Background: an optimization exercise with open tools, aiming at small area, a short achievable clock period and few clock cycles per item. Do not read the settings as production practice. Function was not checked in any run shown here: the RTL went through the layout flow alone.

==> flow/design.v, too long to show whole: its modules and the start of the top module <==
// module mult32x32_fast: 1439 lines
// module mfa: 4 lines
// module mha: 4 lines
// module mbpp: 3 lines
module mult32x32_fast (
    input logic clk,
    input logic reset,
    input logic start,
    input logic [31:0] a,
    input logic [31:0] b,
    output logic busy,
    output logic [63:0] product
);
  // ...
==> flow/run.sh <==
#!/bin/bash
# synth_recipe.tcl (not shown) runs the flow's synth.tcl, then flattens the netlist and writes it again
# the make line also repeats each setting of config.mk as NAME=value (left out here)
make -C /OpenROAD-flow-scripts/flow DESIGN_CONFIG=/design/flow/config.mk WORK_HOME=/design/flow/orfs CLKGATE_MAP_FILE= SYNTH_SCRIPT=/design/flow/synth_recipe.tcl finish
==> flow/config.mk <==
export PLATFORM = sky130hd
export DESIGN_NAME = mult32x32_fast
export DESIGN_NICKNAME = mult32x32_fast
export VERILOG_FILES = /design/flow/design.v
export SDC_FILE = /design/flow/constraint.sdc
export NUM_CORES = 4
export LEC_CHECK = 0
export CAP_MARGIN = 20
export CORE_MARGIN = 2
export CORE_UTILIZATION = 40
export SLEW_MARGIN = 20
export SYNTH_HIERARCHICAL = 1
export SYNTH_MINIMUM_KEEP_SIZE = 0
==> flow/constraint.sdc <==
create_clock -name core_clock -period 10.0 [get_ports {clk}]
set_input_delay 2.0000 -clock core_clock [delete_from_list [all_inputs] [get_ports {clk}]]
set_output_delay 2.0000 -clock core_clock [all_outputs]
set_load 0.01 [all_outputs]
==> reports/results.tsv, run 1 <==
metric	value	unit
outcome	no timing/DRC/antenna violations	
Biggest register	H	
CP required	10.11	ns
worst r2r dst	H[33]	
chip height	208	um
Yosys reg bits	66	
RSZ-0062 raised after global routing	false	
wl on met1	21900	um
vias per std cell	5.77	
Non-clock buffer share	9.81	%
fraction of area in multi-input gates	74.8	%
worst slack, placed	0.771	ns
Residual DRC	0	
layout cells sized above 1	28.7	%
Yosys cell types	58	
area occupied by multi-input gates	14800	um2
die area	43100	um2
max FFs per register	48	
final instance area	19700	um2
max-cap viol count	0	
complex-gate fraction of the synthesized area	23.9	%
most frequent cell after synthesis	xnor2_1	
combinational family with the most area after synthesis	adder cells	
placed inst area	19400	um2
commonest cells in the synthesized netlist	xnor2_1 (295), a22oi_2 (264), fa_1 (261)	
final critical path time including I/O delays and setup	8.88	ns
DP Wirelength	40400	um
met2 usage	45.1	%
Antenna Diode Count	1	
iteration count of the initial detailed-routing pass	4	
==> run 2: changes to the inputs <==
--- a/flow/design.v
+++ b/flow/design.v
@@ -1163,271 +1163,418 @@
 mfa us555 (.x(s461), .y(pp7_32), .z(c460), .s(s555), .c(c556));
 wire s557, c558;
 mfa us557 (.x(pt31), .y(sn7), .z(c462), .s(s557), .c(c558));
 wire [47:0] ra = {s557, s555, s553, c550, c548, s547, c544, c542, c540, c538, c536, s535, s533, c530, c528, c526, c524, c522, c520, c518, c516, c514, c512, c510, c508, c506, c504, c502, c500, c498, c496, c494, c492, c490, c488, c486, c484, c482, c480, c478, c476, c474, c472, c470, c468, c466, c464, s463};
 wire [47:0] rb = {c556, c554, c552, s551, s549, c546, s545, s543, s541, s539, s537, c534, c532, s531, s529, s527, s525, s523, s521, s519, s517, s515, s513, s511, s509, s507, s505, s503, s501, s499, s497, s495, s493, s491, s489, s487, s485, s483, s481, s479, s477, s475, s473, s471, s469, s467, s465, pp0_0};
 wire [47:0] g0 = ra & rb;
 wire [47:0] p0 = ra ^ rb;
 wire g1_1 = g0[1] | (p0[1] & g0[0]);
-wire p1_1 = p0[1] & p0[0];
+wire g1_2 = g0[2] | (p0[2] & g0[1]);
+wire p1_2 = p0[2] & p0[1];
 wire g1_3 = g0[3] | (p0[3] & g0[2]);
 wire p1_3 = p0[3] & p0[2];
+wire g1_4 = g0[4] | (p0[4] & g0[3]);
+wire p1_4 = p0[4] & p0[3];
 wire g1_5 = g0[5] | (p0[5] & g0[4]);
 wire p1_5 = p0[5] & p0[4];
+wire g1_6 = g0[6] | (p0[6] & g0[5]);
+wire p1_6 = p0[6] & p0[5];
 wire g1_7 = g0[7] | (p0[7] & g0[6]);
 wire p1_7 = p0[7] & p0[6];
+wire g1_8 = g0[8] | (p0[8] & g0[7]);
+wire p1_8 = p0[8] & p0[7];
 wire g1_9 = g0[9] | (p0[9] & g0[8]);
 wire p1_9 = p0[9] & p0[8];
+wire g1_10 = g0[10] | (p0[10] & g0[9]);
+wire p1_10 = p0[10] & p0[9];
 wire g1_11 = g0[11] | (p0[11] & g0[10]);
 wire p1_11 = p0[11] & p0[10];
+wire g1_12 = g0[12] | (p0[12] & g0[11]);
+wire p1_12 = p0[12] & p0[11];
 wire g1_13 = g0[13] | (p0[13] & g0[12]);
 wire p1_13 = p0[13] & p0[12];
+wire g1_14 = g0[14] | (p0[14] & g0[13]);
+wire p1_14 = p0[14] & p0[13];
 wire g1_15 = g0[15] | (p0[15] & g0[14]);
 wire p1_15 = p0[15] & p0[14];
+wire g1_16 = g0[16] | (p0[16] & g0[15]);
+wire p1_16 = p0[16] & p0[15];
 wire g1_17 = g0[17] | (p0[17] & g0[16]);
 wire p1_17 = p0[17] & p0[16];
+wire g1_18 = g0[18] | (p0[18] & g0[17]);
+wire p1_18 = p0[18] & p0[17];
 wire g1_19 = g0[19] | (p0[19] & g0[18]);
 wire p1_19 = p0[19] & p0[18];
+wire g1_20 = g0[20] | (p0[20] & g0[19]);
+wire p1_20 = p0[20] & p0[19];
 wire g1_21 = g0[21] | (p0[21] & g0[20]);
 wire p1_21 = p0[21] & p0[20];
+wire g1_22 = g0[22] | (p0[22] & g0[21]);
+wire p1_22 = p0[22] & p0[21];
 wire g1_23 = g0[23] | (p0[23] & g0[22]);
 wire p1_23 = p0[23] & p0[22];
+wire g1_24 = g0[24] | (p0[24] & g0[23]);
+wire p1_24 = p0[24] & p0[23];
 wire g1_25 = g0[25] | (p0[25] & g0[24]);
 wire p1_25 = p0[25] & p0[24];
+wire g1_26 = g0[26] | (p0[26] & g0[25]);
+wire p1_26 = p0[26] & p0[25];
 wire g1_27 = g0[27] | (p0[27] & g0[26]);
 wire p1_27 = p0[27] & p0[26];
+wire g1_28 = g0[28] | (p0[28] & g0[27]);
+wire p1_28 = p0[28] & p0[27];
 wire g1_29 = g0[29] | (p0[29] & g0[28]);
 wire p1_29 = p0[29] & p0[28];
+wire g1_30 = g0[30] | (p0[30] & g0[29]);
+wire p1_30 = p0[30] & p0[29];
 wire g1_31 = g0[31] | (p0[31] & g0[30]);
 wire p1_31 = p0[31] & p0[30];
+wire g1_32 = g0[32] | (p0[32] & g0[31]);
+wire p1_32 = p0[32] & p0[31];
 wire g1_33 = g0[33] | (p0[33] & g0[32]);
 wire p1_33 = p0[33] & p0[32];
+wire g1_34 = g0[34] | (p0[34] & g0[33]);
+wire p1_34 = p0[34] & p0[33];
 wire g1_35 = g0[35] | (p0[35] & g0[34]);
 wire p1_35 = p0[35] & p0[34];
+wire g1_36 = g0[36] | (p0[36] & g0[35]);
+wire p1_36 = p0[36] & p0[35];
 wire g1_37 = g0[37] | (p0[37] & g0[36]);
 wire p1_37 = p0[37] & p0[36];
+wire g1_38 = g0[38] | (p0[38] & g0[37]);
+wire p1_38 = p0[38] & p0[37];
 wire g1_39 = g0[39] | (p0[39] & g0[38]);
 wire p1_39 = p0[39] & p0[38];
+wire g1_40 = g0[40] | (p0[40] & g0[39]);
+wire p1_40 = p0[40] & p0[39];
 wire g1_41 = g0[41] | (p0[41] & g0[40]);
 wire p1_41 = p0[41] & p0[40];
+wire g1_42 = g0[42] | (p0[42] & g0[41]);
+wire p1_42 = p0[42] & p0[41];
 wire g1_43 = g0[43] | (p0[43] & g0[42]);
 wire p1_43 = p0[43] & p0[42];
+wire g1_44 = g0[44] | (p0[44] & g0[43]);
+wire p1_44 = p0[44] & p0[43];
 wire g1_45 = g0[45] | (p0[45] & g0[44]);
 wire p1_45 = p0[45] & p0[44];
+wire g1_46 = g0[46] | (p0[46] & g0[45]);
+wire p1_46 = p0[46] & p0[45];
 wire g1_47 = g0[47] | (p0[47] & g0[46]);
 wire p1_47 = p0[47] & p0[46];
-wire g2_2 = g0[2] | (p0[2] & g1_1);
-wire p2_2 = p0[2] & p1_1;
+wire g2_2 = g1_2 | (p1_2 & g0[0]);
 wire g2_3 = g1_3 | (p1_3 & g1_1);
-wire p2_3 = p1_3 & p1_1;
-wire g2_6 = g0[6] | (p0[6] & g1_5);
-wire p2_6 = p0[6] & p1_5;
+wire g2_4 = g1_4 | (p1_4 & g1_2);
+wire p2_4 = p1_4 & p1_2;
+wire g2_5 = g1_5 | (p1_5 & g1_3);
+wire p2_5 = p1_5 & p1_3;
+wire g2_6 = g1_6 | (p1_6 & g1_4);
+wire p2_6 = p1_6 & p1_4;
 wire g2_7 = g1_7 | (p1_7 & g1_5);
 wire p2_7 = p1_7 & p1_5;
-wire g2_10 = g0[10] | (p0[10] & g1_9);
-wire p2_10 = p0[10] & p1_9;
+wire g2_8 = g1_8 | (p1_8 & g1_6);
+wire p2_8 = p1_8 & p1_6;
+wire g2_9 = g1_9 | (p1_9 & g1_7);
+wire p2_9 = p1_9 & p1_7;
+wire g2_10 = g1_10 | (p1_10 & g1_8);
+wire p2_10 = p1_10 & p1_8;
 wire g2_11 = g1_11 | (p1_11 & g1_9);
 wire p2_11 = p1_11 & p1_9;
-wire g2_14 = g0[14] | (p0[14] & g1_13);
-wire p2_14 = p0[14] & p1_13;
+wire g2_12 = g1_12 | (p1_12 & g1_10);
+wire p2_12 = p1_12 & p1_10;
+wire g2_13 = g1_13 | (p1_13 & g1_11);
+wire p2_13 = p1_13 & p1_11;
+wire g2_14 = g1_14 | (p1_14 & g1_12);
+wire p2_14 = p1_14 & p1_12;
 wire g2_15 = g1_15 | (p1_15 & g1_13);
 wire p2_15 = p1_15 & p1_13;
-wire g2_18 = g0[18] | (p0[18] & g1_17);
-wire p2_18 = p0[18] & p1_17;
+wire g2_16 = g1_16 | (p1_16 & g1_14);
+wire p2_16 = p1_16 & p1_14;
+wire g2_17 = g1_17 | (p1_17 & g1_15);
+wire p2_17 = p1_17 & p1_15;
+wire g2_18 = g1_18 | (p1_18 & g1_16);
+wire p2_18 = p1_18 & p1_16;
 wire g2_19 = g1_19 | (p1_19 & g1_17);
 wire p2_19 = p1_19 & p1_17;
-wire g2_22 = g0[22] | (p0[22] & g1_21);
-wire p2_22 = p0[22] & p1_21;
+wire g2_20 = g1_20 | (p1_20 & g1_18);
+wire p2_20 = p1_20 & p1_18;
+wire g2_21 = g1_21 | (p1_21 & g1_19);
+wire p2_21 = p1_21 & p1_19;
+wire g2_22 = g1_22 | (p1_22 & g1_20);
+wire p2_22 = p1_22 & p1_20;
 wire g2_23 = g1_23 | (p1_23 & g1_21);
 wire p2_23 = p1_23 & p1_21;
-wire g2_26 = g0[26] | (p0[26] & g1_25);
-wire p2_26 = p0[26] & p1_25;
+wire g2_24 = g1_24 | (p1_24 & g1_22);
+wire p2_24 = p1_24 & p1_22;
+wire g2_25 = g1_25 | (p1_25 & g1_23);
+wire p2_25 = p1_25 & p1_23;
+wire g2_26 = g1_26 | (p1_26 & g1_24);
+wire p2_26 = p1_26 & p1_24;
 wire g2_27 = g1_27 | (p1_27 & g1_25);
 wire p2_27 = p1_27 & p1_25;
-wire g2_30 = g0[30] | (p0[30] & g1_29);
-wire p2_30 = p0[30] & p1_29;
+wire g2_28 = g1_28 | (p1_28 & g1_26);
+wire p2_28 = p1_28 & p1_26;
+wire g2_29 = g1_29 | (p1_29 & g1_27);
+wire p2_29 = p1_29 & p1_27;
+wire g2_30 = g1_30 | (p1_30 & g1_28);
+wire p2_30 = p1_30 & p1_28;
 wire g2_31 = g1_31 | (p1_31 & g1_29);
 wire p2_31 = p1_31 & p1_29;
-wire g2_34 = g0[34] | (p0[34] & g1_33);
-wire p2_34 = p0[34] & p1_33;
+wire g2_32 = g1_32 | (p1_32 & g1_30);
+wire p2_32 = p1_32 & p1_30;
+wire g2_33 = g1_33 | (p1_33 & g1_31);
+wire p2_33 = p1_33 & p1_31;
+wire g2_34 = g1_34 | (p1_34 & g1_32);
+wire p2_34 = p1_34 & p1_32;
 wire g2_35 = g1_35 | (p1_35 & g1_33);
 wire p2_35 = p1_35 & p1_33;
-wire g2_38 = g0[38] | (p0[38] & g1_37);
-wire p2_38 = p0[38] & p1_37;
+wire g2_36 = g1_36 | (p1_36 & g1_34);
+wire p2_36 = p1_36 & p1_34;
+wire g2_37 = g1_37 | (p1_37 & g1_35);
+wire p2_37 = p1_37 & p1_35;
+wire g2_38 = g1_38 | (p1_38 & g1_36);
+wire p2_38 = p1_38 & p1_36;
 wire g2_39 = g1_39 | (p1_39 & g1_37);
 wire p2_39 = p1_39 & p1_37;
-wire g2_42 = g0[42] | (p0[42] & g1_41);
-wire p2_42 = p0[42] & p1_41;
+wire g2_40 = g1_40 | (p1_40 & g1_38);
+wire p2_40 = p1_40 & p1_38;
+wire g2_41 = g1_41 | (p1_41 & g1_39);
+wire p2_41 = p1_41 & p1_39;
+wire g2_42 = g1_42 | (p1_42 & g1_40);
+wire p2_42 = p1_42 & p1_40;
 wire g2_43 = g1_43 | (p1_43 & g1_41);
 wire p2_43 = p1_43 & p1_41;
-wire g2_46 = g0[46] | (p0[46] & g1_45);
-wire p2_46 = p0[46] & p1_45;
+wire g2_44 = g1_44 | (p1_44 & g1_42);
+wire p2_44 = p1_44 & p1_42;
+wire g2_45 = g1_45 | (p1_45 & g1_43);
+wire p2_45 = p1_45 & p1_43;
+wire g2_46 = g1_46 | (p1_46 & g1_44);
+wire p2_46 = p1_46 & p1_44;
 wire g2_47 = g1_47 | (p1_47 & g1_45);
 wire p2_47 = p1_47 & p1_45;
-wire g3_4 = g0[4] | (p0[4] & g2_3);
-wire p3_4 = p0[4] & p2_3;
-wire g3_5 = g1_5 | (p1_5 & g2_3);
-wire p3_5 = p1_5 & p2_3;
-wire g3_6 = g2_6 | (p2_6 & g2_3);
-wire p3_6 = p2_6 & p2_3;
+wire g3_4 = g2_4 | (p2_4 & g0[0]);
+wire g3_5 = g2_5 | (p2_5 & g1_1);
+wire g3_6 = g2_6 | (p2_6 & g2_2);
 wire g3_7 = g2_7 | (p2_7 & g2_3);
-wire p3_7 = p2_7 & p2_3;
-wire g3_12 = g0[12] | (p0[12] & g2_11);
-wire p3_12 = p0[12] & p2_11;
-wire g3_13 = g1_13 | (p1_13 & g2_11);
-wire p3_13 = p1_13 & p2_11;
-wire g3_14 = g2_14 | (p2_14 & g2_11);
-wire p3_14 = p2_14 & p2_11;
+wire g3_8 = g2_8 | (p2_8 & g2_4);
+wire p3_8 = p2_8 & p2_4;
+wire g3_9 = g2_9 | (p2_9 & g2_5);
+wire p3_9 = p2_9 & p2_5;
+wire g3_10 = g2_10 | (p2_10 & g2_6);
+wire p3_10 = p2_10 & p2_6;
+wire g3_11 = g2_11 | (p2_11 & g2_7);
+wire p3_11 = p2_11 & p2_7;
+wire g3_12 = g2_12 | (p2_12 & g2_8);
+wire p3_12 = p2_12 & p2_8;
+wire g3_13 = g2_13 | (p2_13 & g2_9);
+wire p3_13 = p2_13 & p2_9;
+wire g3_14 = g2_14 | (p2_14 & g2_10);
+wire p3_14 = p2_14 & p2_10;
 wire g3_15 = g2_15 | (p2_15 & g2_11);
 wire p3_15 = p2_15 & p2_11;
-wire g3_20 = g0[20] | (p0[20] & g2_19);
-wire p3_20 = p0[20] & p2_19;
-wire g3_21 = g1_21 | (p1_21 & g2_19);
-wire p3_21 = p1_21 & p2_19;
-wire g3_22 = g2_22 | (p2_22 & g2_19);
-wire p3_22 = p2_22 & p2_19;
+wire g3_16 = g2_16 | (p2_16 & g2_12);
+wire p3_16 = p2_16 & p2_12;
+wire g3_17 = g2_17 | (p2_17 & g2_13);
+wire p3_17 = p2_17 & p2_13;
+wire g3_18 = g2_18 | (p2_18 & g2_14);
+wire p3_18 = p2_18 & p2_14;
+wire g3_19 = g2_19 | (p2_19 & g2_15);
+wire p3_19 = p2_19 & p2_15;
+wire g3_20 = g2_20 | (p2_20 & g2_16);
+wire p3_20 = p2_20 & p2_16;
+wire g3_21 = g2_21 | (p2_21 & g2_17);
+wire p3_21 = p2_21 & p2_17;
+wire g3_22 = g2_22 | (p2_22 & g2_18);
+wire p3_22 = p2_22 & p2_18;
 wire g3_23 = g2_23 | (p2_23 & g2_19);
 wire p3_23 = p2_23 & p2_19;
-wire g3_28 = g0[28] | (p0[28] & g2_27);
-wire p3_28 = p0[28] & p2_27;
-wire g3_29 = g1_29 | (p1_29 & g2_27);
-wire p3_29 = p1_29 & p2_27;
-wire g3_30 = g2_30 | (p2_30 & g2_27);
-wire p3_30 = p2_30 & p2_27;
+wire g3_24 = g2_24 | (p2_24 & g2_20);
+wire p3_24 = p2_24 & p2_20;
+wire g3_25 = g2_25 | (p2_25 & g2_21);
+wire p3_25 = p2_25 & p2_21;
+wire g3_26 = g2_26 | (p2_26 & g2_22);
+wire p3_26 = p2_26 & p2_22;
+wire g3_27 = g2_27 | (p2_27 & g2_23);
+wire p3_27 = p2_27 & p2_23;
+wire g3_28 = g2_28 | (p2_28 & g2_24);
+wire p3_28 = p2_28 & p2_24;
+wire g3_29 = g2_29 | (p2_29 & g2_25);
+wire p3_29 = p2_29 & p2_25;
+wire g3_30 = g2_30 | (p2_30 & g2_26);
+wire p3_30 = p2_30 & p2_26;
 wire g3_31 = g2_31 | (p2_31 & g2_27);
 wire p3_31 = p2_31 & p2_27;
-wire g3_36 = g0[36] | (p0[36] & g2_35);
-wire p3_36 = p0[36] & p2_35;
-wire g3_37 = g1_37 | (p1_37 & g2_35);
-wire p3_37 = p1_37 & p2_35;
-wire g3_38 = g2_38 | (p2_38 & g2_35);
-wire p3_38 = p2_38 & p2_35;
+wire g3_32 = g2_32 | (p2_32 & g2_28);
+wire p3_32 = p2_32 & p2_28;
+wire g3_33 = g2_33 | (p2_33 & g2_29);
+wire p3_33 = p2_33 & p2_29;
+wire g3_34 = g2_34 | (p2_34 & g2_30);
+wire p3_34 = p2_34 & p2_30;
+wire g3_35 = g2_35 | (p2_35 & g2_31);
+wire p3_35 = p2_35 & p2_31;
+wire g3_36 = g2_36 | (p2_36 & g2_32);
+wire p3_36 = p2_36 & p2_32;
+wire g3_37 = g2_37 | (p2_37 & g2_33);
+wire p3_37 = p2_37 & p2_33;
+wire g3_38 = g2_38 | (p2_38 & g2_34);
+wire p3_38 = p2_38 & p2_34;
 wire g3_39 = g2_39 | (p2_39 & g2_35);
 wire p3_39 = p2_39 & p2_35;
-wire g3_44 = g0[44] | (p0[44] & g2_43);
-wire p3_44 = p0[44] & p2_43;
-wire g3_45 = g1_45 | (p1_45 & g2_43);
-wire p3_45 = p1_45 & p2_43;
-wire g3_46 = g2_46 | (p2_46 & g2_43);
-wire p3_46 = p2_46 & p2_43;
+wire g3_40 = g2_40 | (p2_40 & g2_36);
+wire p3_40 = p2_40 & p2_36;
+wire g3_41 = g2_41 | (p2_41 & g2_37);
+wire p3_41 = p2_41 & p2_37;
+wire g3_42 = g2_42 | (p2_42 & g2_38);
+wire p3_42 = p2_42 & p2_38;
+wire g3_43 = g2_43 | (p2_43 & g2_39);
+wire p3_43 = p2_43 & p2_39;
+wire g3_44 = g2_44 | (p2_44 & g2_40);
+wire p3_44 = p2_44 & p2_40;
+wire g3_45 = g2_45 | (p2_45 & g2_41);
+wire p3_45 = p2_45 & p2_41;
+wire g3_46 = g2_46 | (p2_46 & g2_42);
+wire p3_46 = p2_46 & p2_42;
 wire g3_47 = g2_47 | (p2_47 & g2_43);
 wire p3_47 = p2_47 & p2_43;
-wire g4_8 = g0[8] | (p0[8] & g3_7);
-wire p4_8 = p0[8] & p3_7;
-wire g4_9 = g1_9 | (p1_9 & g3_7);
-wire p4_9 = p1_9 & p3_7;
-wire g4_10 = g2_10 | (p2_10 & g3_7);
-wire p4_10 = p2_10 & p3_7;
-wire g4_11 = g2_11 | (p2_11 & g3_7);
-wire p4_11 = p2_11 & p3_7;
-wire g4_12 = g3_12 | (p3_12 & g3_7);
-wire p4_12 = p3_12 & p3_7;
-wire g4_13 = g3_13 | (p3_13 & g3_7);
-wire p4_13 = p3_13 & p3_7;
-wire g4_14 = g3_14 | (p3_14 & g3_7);
-wire p4_14 = p3_14 & p3_7;
+wire g4_8 = g3_8 | (p3_8 & g0[0]);
+wire g4_9 = g3_9 | (p3_9 & g1_1);
+wire g4_10 = g3_10 | (p3_10 & g2_2);
+wire g4_11 = g3_11 | (p3_11 & g2_3);
+wire g4_12 = g3_12 | (p3_12 & g3_4);
+wire g4_13 = g3_13 | (p3_13 & g3_5);
+wire g4_14 = g3_14 | (p3_14 & g3_6);
 wire g4_15 = g3_15 | (p3_15 & g3_7);
-wire p4_15 = p3_15 & p3_7;
-wire g4_24 = g0[24] | (p0[24] & g3_23);
-wire p4_24 = p0[24] & p3_23;
-wire g4_25 = g1_25 | (p1_25 & g3_23);
-wire p4_25 = p1_25 & p3_23;
-wire g4_26 = g2_26 | (p2_26 & g3_23);
-wire p4_26 = p2_26 & p3_23;
-wire g4_27 = g2_27 | (p2_27 & g3_23);
-wire p4_27 = p2_27 & p3_23;
-wire g4_28 = g3_28 | (p3_28 & g3_23);
-wire p4_28 = p3_28 & p3_23;
-wire g4_29 = g3_29 | (p3_29 & g3_23);
-wire p4_29 = p3_29 & p3_23;
-wire g4_30 = g3_30 | (p3_30 & g3_23);
-wire p4_30 = p3_30 & p3_23;
+wire g4_16 = g3_16 | (p3_16 & g3_8);
+wire p4_16 = p3_16 & p3_8;
+wire g4_17 = g3_17 | (p3_17 & g3_9);
+wire p4_17 = p3_17 & p3_9;
+wire g4_18 = g3_18 | (p3_18 & g3_10);
+wire p4_18 = p3_18 & p3_10;
+wire g4_19 = g3_19 | (p3_19 & g3_11);
+wire p4_19 = p3_19 & p3_11;
+wire g4_20 = g3_20 | (p3_20 & g3_12);
+wire p4_20 = p3_20 & p3_12;
+wire g4_21 = g3_21 | (p3_21 & g3_13);
+wire p4_21 = p3_21 & p3_13;
+wire g4_22 = g3_22 | (p3_22 & g3_14);
+wire p4_22 = p3_22 & p3_14;
+wire g4_23 = g3_23 | (p3_23 & g3_15);
+wire p4_23 = p3_23 & p3_15;
+wire g4_24 = g3_24 | (p3_24 & g3_16);
+wire p4_24 = p3_24 & p3_16;
+wire g4_25 = g3_25 | (p3_25 & g3_17);
+wire p4_25 = p3_25 & p3_17;
+wire g4_26 = g3_26 | (p3_26 & g3_18);
+wire p4_26 = p3_26 & p3_18;
+wire g4_27 = g3_27 | (p3_27 & g3_19);
+wire p4_27 = p3_27 & p3_19;
+wire g4_28 = g3_28 | (p3_28 & g3_20);
+wire p4_28 = p3_28 & p3_20;
+wire g4_29 = g3_29 | (p3_29 & g3_21);
+wire p4_29 = p3_29 & p3_21;
+wire g4_30 = g3_30 | (p3_30 & g3_22);
+wire p4_30 = p3_30 & p3_22;
 wire g4_31 = g3_31 | (p3_31 & g3_23);
 wire p4_31 = p3_31 & p3_23;
-wire g4_40 = g0[40] | (p0[40] & g3_39);
-wire p4_40 = p0[40] & p3_39;
-wire g4_41 = g1_41 | (p1_41 & g3_39);
-wire p4_41 = p1_41 & p3_39;
-wire g4_42 = g2_42 | (p2_42 & g3_39);
-wire p4_42 = p2_42 & p3_39;
-wire g4_43 = g2_43 | (p2_43 & g3_39);
-wire p4_43 = p2_43 & p3_39;
-wire g4_44 = g3_44 | (p3_44 & g3_39);
-wire p4_44 = p3_44 & p3_39;
-wire g4_45 = g3_45 | (p3_45 & g3_39);
-wire p4_45 = p3_45 & p3_39;
-wire g4_46 = g3_46 | (p3_46 & g3_39);
-wire p4_46 = p3_46 & p3_39;
+wire g4_32 = g3_32 | (p3_32 & g3_24);
+wire p4_32 = p3_32 & p3_24;
+wire g4_33 = g3_33 | (p3_33 & g3_25);
+wire p4_33 = p3_33 & p3_25;
+wire g4_34 = g3_34 | (p3_34 & g3_26);
+wire p4_34 = p3_34 & p3_26;
+wire g4_35 = g3_35 | (p3_35 & g3_27);
+wire p4_35 = p3_35 & p3_27;
+wire g4_36 = g3_36 | (p3_36 & g3_28);
+wire p4_36 = p3_36 & p3_28;
+wire g4_37 = g3_37 | (p3_37 & g3_29);
+wire p4_37 = p3_37 & p3_29;
+wire g4_38 = g3_38 | (p3_38 & g3_30);
+wire p4_38 = p3_38 & p3_30;
+wire g4_39 = g3_39 | (p3_39 & g3_31);
+wire p4_39 = p3_39 & p3_31;
+wire g4_40 = g3_40 | (p3_40 & g3_32);
+wire p4_40 = p3_40 & p3_32;
+wire g4_41 = g3_41 | (p3_41 & g3_33);
+wire p4_41 = p3_41 & p3_33;
+wire g4_42 = g3_42 | (p3_42 & g3_34);
+wire p4_42 = p3_42 & p3_34;
+wire g4_43 = g3_43 | (p3_43 & g3_35);
+wire p4_43 = p3_43 & p3_35;
+wire g4_44 = g3_44 | (p3_44 & g3_36);
+wire p4_44 = p3_44 & p3_36;
+wire g4_45 = g3_45 | (p3_45 & g3_37);
+wire p4_45 = p3_45 & p3_37;
+wire g4_46 = g3_46 | (p3_46 & g3_38);
+wire p4_46 = p3_46 & p3_38;
 wire g4_47 = g3_47 | (p3_47 & g3_39);
 wire p4_47 = p3_47 & p3_39;
-wire g5_16 = g0[16] | (p0[16] & g4_15);
-wire p5_16 = p0[16] & p4_15;
-wire g5_17 = g1_17 | (p1_17 & g4_15);
-wire p5_17 = p1_17 & p4_15;
-wire g5_18 = g2_18 | (p2_18 & g4_15);
-wire p5_18 = p2_18 & p4_15;
-wire g5_19 = g2_19 | (p2_19 & g4_15);
-wire p5_19 = p2_19 & p4_15;
-wire g5_20 = g3_20 | (p3_20 & g4_15);
-wire p5_20 = p3_20 & p4_15;
-wire g5_21 = g3_21 | (p3_21 & g4_15);
-wire p5_21 = p3_21 & p4_15;
-wire g5_22 = g3_22 | (p3_22 & g4_15);
-wire p5_22 = p3_22 & p4_15;
-wire g5_23 = g3_23 | (p3_23 & g4_15);
-wire p5_23 = p3_23 & p4_15;
-wire g5_24 = g4_24 | (p4_24 & g4_15);
-wire p5_24 = p4_24 & p4_15;
-wire g5_25 = g4_25 | (p4_25 & g4_15);
-wire p5_25 = p4_25 & p4_15;
-wire g5_26 = g4_26 | (p4_26 & g4_15);
-wire p5_26 = p4_26 & p4_15;
-wire g5_27 = g4_27 | (p4_27 & g4_15);
-wire p5_27 = p4_27 & p4_15;
-wire g5_28 = g4_28 | (p4_28 & g4_15);
-wire p5_28 = p4_28 & p4_15;
-wire g5_29 = g4_29 | (p4_29 & g4_15);
-wire p5_29 = p4_29 & p4_15;
-wire g5_30 = g4_30 | (p4_30 & g4_15);
-wire p5_30 = p4_30 & p4_15;
+wire g5_16 = g4_16 | (p4_16 & g0[0]);
+wire g5_17 = g4_17 | (p4_17 & g1_1);
+wire g5_18 = g4_18 | (p4_18 & g2_2);
+wire g5_19 = g4_19 | (p4_19 & g2_3);
+wire g5_20 = g4_20 | (p4_20 & g3_4);
+wire g5_21 = g4_21 | (p4_21 & g3_5);
+wire g5_22 = g4_22 | (p4_22 & g3_6);
+wire g5_23 = g4_23 | (p4_23 & g3_7);
+wire g5_24 = g4_24 | (p4_24 & g4_8);
+wire g5_25 = g4_25 | (p4_25 & g4_9);
+wire g5_26 = g4_26 | (p4_26 & g4_10);
+wire g5_27 = g4_27 | (p4_27 & g4_11);
+wire g5_28 = g4_28 | (p4_28 & g4_12);
+wire g5_29 = g4_29 | (p4_29 & g4_13);
+wire g5_30 = g4_30 | (p4_30 & g4_14);
 wire g5_31 = g4_31 | (p4_31 & g4_15);
-wire p5_31 = p4_31 & p4_15;
-wire g6_32 = g0[32] | (p0[32] & g5_31);
-wire p6_32 = p0[32] & p5_31;
-wire g6_33 = g1_33 | (p1_33 & g5_31);
-wire p6_33 = p1_33 & p5_31;
-wire g6_34 = g2_34 | (p2_34 & g5_31);
-wire p6_34 = p2_34 & p5_31;
-wire g6_35 = g2_35 | (p2_35 & g5_31);
-wire p6_35 = p2_35 & p5_31;
-wire g6_36 = g3_36 | (p3_36 & g5_31);
-wire p6_36 = p3_36 & p5_31;
-wire g6_37 = g3_37 | (p3_37 & g5_31);
-wire p6_37 = p3_37 & p5_31;
-wire g6_38 = g3_38 | (p3_38 & g5_31);
-wire p6_38 = p3_38 & p5_31;
-wire g6_39 = g3_39 | (p3_39 & g5_31);
-wire p6_39 = p3_39 & p5_31;
-wire g6_40 = g4_40 | (p4_40 & g5_31);
-wire p6_40 = p4_40 & p5_31;
-wire g6_41 = g4_41 | (p4_41 & g5_31);
-wire p6_41 = p4_41 & p5_31;
-wire g6_42 = g4_42 | (p4_42 & g5_31);
-wire p6_42 = p4_42 & p5_31;
-wire g6_43 = g4_43 | (p4_43 & g5_31);
-wire p6_43 = p4_43 & p5_31;
-wire g6_44 = g4_44 | (p4_44 & g5_31);
-wire p6_44 = p4_44 & p5_31;
-wire g6_45 = g4_45 | (p4_45 & g5_31);
-wire p6_45 = p4_45 & p5_31;
-wire g6_46 = g4_46 | (p4_46 & g5_31);
-wire p6_46 = p4_46 & p5_31;
-wire g6_47 = g4_47 | (p4_47 & g5_31);
-wire p6_47 = p4_47 & p5_31;
+wire g5_32 = g4_32 | (p4_32 & g4_16);
+wire p5_32 = p4_32 & p4_16;
+wire g5_33 = g4_33 | (p4_33 & g4_17);
+wire p5_33 = p4_33 & p4_17;
+wire g5_34 = g4_34 | (p4_34 & g4_18);
+wire p5_34 = p4_34 & p4_18;
+wire g5_35 = g4_35 | (p4_35 & g4_19);
+wire p5_35 = p4_35 & p4_19;
+wire g5_36 = g4_36 | (p4_36 & g4_20);
+wire p5_36 = p4_36 & p4_20;
+wire g5_37 = g4_37 | (p4_37 & g4_21);
+wire p5_37 = p4_37 & p4_21;
+wire g5_38 = g4_38 | (p4_38 & g4_22);
+wire p5_38 = p4_38 & p4_22;
+wire g5_39 = g4_39 | (p4_39 & g4_23);
+wire p5_39 = p4_39 & p4_23;
+wire g5_40 = g4_40 | (p4_40 & g4_24);
+wire p5_40 = p4_40 & p4_24;
+wire g5_41 = g4_41 | (p4_41 & g4_25);
+wire p5_41 = p4_41 & p4_25;
+wire g5_42 = g4_42 | (p4_42 & g4_26);
+wire p5_42 = p4_42 & p4_26;
+wire g5_43 = g4_43 | (p4_43 & g4_27);
+wire p5_43 = p4_43 & p4_27;
+wire g5_44 = g4_44 | (p4_44 & g4_28);
+wire p5_44 = p4_44 & p4_28;
+wire g5_45 = g4_45 | (p4_45 & g4_29);
+wire p5_45 = p4_45 & p4_29;
+wire g5_46 = g4_46 | (p4_46 & g4_30);
+wire p5_46 = p4_46 & p4_30;
+wire g5_47 = g4_47 | (p4_47 & g4_31);
+wire p5_47 = p4_47 & p4_31;
+wire g6_32 = g5_32 | (p5_32 & g0[0]);
+wire g6_33 = g5_33 | (p5_33 & g1_1);
+wire g6_34 = g5_34 | (p5_34 & g2_2);
+wire g6_35 = g5_35 | (p5_35 & g2_3);
+wire g6_36 = g5_36 | (p5_36 & g3_4);
+wire g6_37 = g5_37 | (p5_37 & g3_5);
+wire g6_38 = g5_38 | (p5_38 & g3_6);
+wire g6_39 = g5_39 | (p5_39 & g3_7);
+wire g6_40 = g5_40 | (p5_40 & g4_8);
+wire g6_41 = g5_41 | (p5_41 & g4_9);
+wire g6_42 = g5_42 | (p5_42 & g4_10);
+wire g6_43 = g5_43 | (p5_43 & g4_11);
+wire g6_44 = g5_44 | (p5_44 & g4_12);
+wire g6_45 = g5_45 | (p5_45 & g4_13);
+wire g6_46 = g5_46 | (p5_46 & g4_14);
+wire g6_47 = g5_47 | (p5_47 & g4_15);
 wire [47:0] sum = p0 ^ {g6_46, g6_45, g6_44, g6_43, g6_42, g6_41, g6_40, g6_39, g6_38, g6_37, g6_36, g6_35, g6_34, g6_33, g6_32, g5_31, g5_30, g5_29, g5_28, g5_27, g5_26, g5_25, g5_24, g5_23, g5_22, g5_21, g5_20, g5_19, g5_18, g5_17, g5_16, g4_15, g4_14, g4_13, g4_12, g4_11, g4_10, g4_9, g4_8, g3_7, g3_6, g3_5, g3_4, g2_3, g2_2, g1_1, g0[0], 1'b0};
 always_ff @(posedge clk, posedge reset) begin
 	if (reset) busy <= 1'b0;
 	else busy <= go & (b[31:16] != 16'd0);
 end
 always_ff @(posedge clk) begin
 	if (go | busy) begin
 		H <= sum;
==> run 2 against run 1 <==
Against the previous run: routed wire length rose by 5.6%; worst setup slack improved by 0.11 ns; utilization decreased by 0.28 points; still clean on timing, DRC and antenna; non-clock buffer count is 6 lower; critical endpoint is now H[46]; cell area increased by 2.6%; first-iteration DRC count rose by 29%; fmax rose by 1.3%; register-to-register slack gained 0.05 ns.
==> reports/results.tsv, run 2 <==
metric	value	unit	change
outcome	no timing/DRC/antenna violations		unchanged
commonest cells in the synthesized netlist	xnor2_1 (297), a22oi_2 (264), fa_1 (256)		was xnor2_1 (295), a22oi_2 (264), fa_1 (261)
GRT Residual Overflow	0		unchanged
clk sinks	66		unchanged
final hold vios	0		unchanged
I/O pin count	132		unchanged
CTS Hold Buffers Added	0		unchanged
Syn. warnings	7		unchanged
Worst-Skew Late Latency	0.34	ns	was 0.35 ns
vias in the first global route	14200		was 13300
crit-path most repeated cell	fa_1		unchanged
largest registers	H (48), L (16)		unchanged
routability cong.	0.938		was 0.898
chip height	211	um	was 208 um
Synth top area share	29.9	%	was 31.5%
Crit. End Element	flop		unchanged
Tcrit/Tclk final	87.7	%	was 88.8%
area leader, netlist	fa_1		unchanged
slew margin rel.	22.4	%	was 21.7%
Syn Inst Count	1454		was 1331
Worst-Margin Slew	1.16	ns	was 1.17 ns
FP Rows	75		was 74
vias per std cell	5.85		was 5.77
synth top area cells	fa_1 (30%), a22oi_2 (19%), xnor2_1 (15%), edfxtp_1 (11%), ha_1 (5.2%)		was fa_1 (32%), a22oi_2 (20%), xnor2_1 (16%), edfxtp_1 (12%), ha_1 (5.3%)
total vias in the final route	13000		was 12100
first-pass GRT wire length	87000	um	was 82000 um
layout net count	2065		was 1960
Async SR Flop Fraction	1.52	%	unchanged
DRT iter0 DRCs	908		was 705
initial antenna violation count	2		was 0
total CTS buffers	9		unchanged
Residual DRC	0		unchanged
Root Buffer	clkbuf_16		unchanged
CP required	10.08	ns	was 10.11 ns
H-tree depth	3		unchanged
Hold WC Path Type	reg -> reg		unchanged
Finish-stage setup viols	0		unchanged
Slew Limit Fails	0		unchanged
pin count of the biggest net entering global routing	56		was 62
Syn Area/Cell	11.8	um2	was 12.5 um2
DIE WIDTH	211	um	was 208 um
most frequent cell after synthesis	xnor2_1		unchanged
area grow syn2layout	18.0	%	was 19.1%
Yosys reg bits	66		unchanged
most common cell after layout, fill and taps aside	xnor2_1		unchanged
Routed WL	55100	um	was 52200 um
CTS tree	built		unchanged
CP Cell Sequence	clkdlybuf4s50_1 -> mux2i_1 -> inv_2 -> buf_4 -> nand3_1 -> o21ai_4 -> a22oi_2 -> xnor2_1 -> fa_1 -> fa_1 -> fa_1 -> fa_1 -> ha_1 -> a21oi_2 -> o21ai_1 -> a32o_1 -> or3_4 -> o2111ai_4 -> a21oi_2 -> nor3_4 -> o41ai_2 -> xor2_1		was clkdlybuf4s50_1 -> mux2i_1 -> inv_2 -> buf_4 -> nand3_1 -> o21ai_4 -> buf_4 -> a22oi_2 -> xnor2_1 -> ha_1 -> fa_1 -> fa_1 -> fa_1 -> ha_1 -> a21oi_1 -> a21oi_1 -> a2111o_1 -> a31oi_4 -> nand2_1 -> fa_1 -> xor2_1
ys flop type	edfxtp_1		unchanged
count of cells resized by post-cts repair	0		unchanged
clock skew	0.0112	ns	was 0.0205 ns
EDFF count, synth	65		unchanged
post-synthesis sequential area ratio	11.5	%	was 11.9%
Max stage delay on crit path	0.59	ns	was 0.54 ns
WL per Instance	24.9	um	about the same
core area	42100	um2	was 40800 um2
Synth Cell Area	17200	um2	was 16600 um2
max-cap viol count	0		unchanged
iteration count of the initial detailed-routing pass	5		was 4
Antenna Diode Count	0		was 1
final critical path time including I/O delays and setup	8.77	ns	was 8.88 ns
Port Buffers	131		unchanged
Max stage delay cell, worst path	buf_4		unchanged
commonest cells after routing, fill and taps aside	xnor2_1 (290), a22oi_2 (264), fa_1 (256)		was xnor2_1 (288), a22oi_2 (264), fa_1 (261)
kind of start point of the critical path	input pin		unchanged
RSZ-0062 raised after global routing	false		unchanged
clock-pin transition on the worst setup and hold timing paths	0.06	ns	was 0.07 ns
antenna-violating nets left	0		unchanged
layout cells sized above 1	27.1	%	was 28.7%
Setup Fix Bufs, Post-CTS	0		unchanged
Starting Density	40.7	%	was 40.6%
global-route total usage across every layer	25.4	%	was 24.7%
CP arrival	8.85	ns	was 8.99 ns
CP Max Fanout	35		unchanged
Biggest register	H		unchanged
Max Buffers Root-to-Sink	2		unchanged
post-route setup TNS	0	ns	unchanged
Yosys cell types	59		was 58
CP Class	in -> reg		unchanged
max FFs per register	48		unchanged
FMAX	114	MHz	was 113 MHz
DP Wirelength	43300	um	was 40400 um
die area	44600	um2	was 43100 um2
==> run 2: changes by cell type in the layout (fill, tap and decap cells not counted), moves of 5 or more <==
cell,delta
a21oi_1,+29
nand2_1,+28
o21ai_0,+17
o21ai_1,+8
xor2_1,+8
buf_4,-6
fa_1,-5
==> run 2: Yosys stat by module (local to each module, per instance) <==
| module | times used | area (um2) | cells |
|---|---|---|---|
| mbpp | 264 | 21.3 | 2 |
| mfa | 255 | 20.0 | 1 |
| mha | 24 | 12.5 | 1 |
| mult32x32_fast | 1 | 6140 | 647 |
==> run 2: path summary, 6_finish.rpt <==
path,start,end,slack [ns],cells past startpoint
worst max register to register,busy,H[46],2.47,20
worst min-delay path,H[5],L[5],0.47,0
max in group asynchronous,reset,busy,8.11,2
worst min register to register,H[5],L[5],0.47,0
min in group asynchronous,reset,busy,1.79,2
worst max-delay path,b[29],H[46],1.23,22
==> run 2: worst max-delay path: cells and delay by family <==
kind                     cells  cell delay [ns]
multiplexers                 1             0.23
AO/OA/AOI/OAI                8             1.61
AND/OR/NAND/NOR              3             0.90
XOR/XNOR                     2             0.35
buffers and inverters        3             1.27
adder cells (fa/ha/maj)      5             2.40
==> run 2: layer usage <==
metal	global-route usage, %	vias to the layer above	share of wire, %
met5	0	-	0
met3	1.92	72	3.6
met4	5.37	0	2.1
met1	34.1	6791	43
li1	-	5752	-
met2	45.1	344	51
==> run 2: cell type report <==
| type | count | area, um2 |
|---|---|---|
| Clock buffer | 10 | 229 |
| Clock inverter | 6 | 90.1 |
| Fill cell | 3910 | 21900 |
| Inverter | 23 | 86.3 |
| Multi-Input combinational cell | 1362 | 15300 |
| Sequential cell | 66 | 1980 |
| Tap cell | 539 | 674 |
| Timing Repair Buffer | 209 | 1890 |
==> run 2: cells by family (layout without fill, tap and decap cells) <==
kind of cell             after synthesis  in the layout  share of synthesized area (%)
AO/OA/AOI/OAI                        419            419                           25.2
XOR/XNOR                             318            318                           16.2
adder cells (fa/ha/maj)              327            327                           35.0
buffers and inverters                 48            248                           1.10
flip-flops                            66             66                           11.5
multiplexers                          64             64                           4.09
other                                  2             24                         0.0438
AND/OR/NAND/NOR                      210            210                           6.73
==> run 2: metrics by stage <==
stage	hold WS (ns)	utilization [%]	instances	instance area (um2)	setup slack (ns)
after floorplan	0.440	-	1476	17300	0.0226
after global placement	0.456	47.3	2199	19900	0.967
after detailed placement	0.460	47.3	2199	19900	0.903
after CTS	0.472	48.1	2215	20300	1.26
after global routing	0.490	48.1	2215	20300	0.840
final	0.471	48.1	2215	20300	1.23

## re-timing with driven ports
In the flow no input, the clock included, has a driving cell. The finished layouts below were timed again as built, in two steps.
Step 1: set_driving_cell puts a clkbuf_16 on clk and a buf_2 on each other input, an assumption about the parent block.
Step 2, shift: input delay + t, output delay - t, t = (earliest + latest rising clock arrival at the registers) / 2. This alone moves slack from input paths to output paths.
Three values: ideal, step 1, step 2; two values: the first two.
| run | t, ns | slack for setup (ns) | hold WS [ns] | worst setup path at the end |
|---|---|---|---|---|
| run 1 | 0.395 | 1.118 / 1.136 / 0.741 | 0.470 / 0.470 / 0.470 | input to register |
| run 2 | 0.372 | 1.232 / 1.244 / 0.872 | 0.471 / 0.471 / 0.471 | input to register |
After both steps every run listed still meets setup and hold. The setup slack of run 1, which loses most, moves by +0.018 ns with the drivers and by -0.377 ns with both steps.
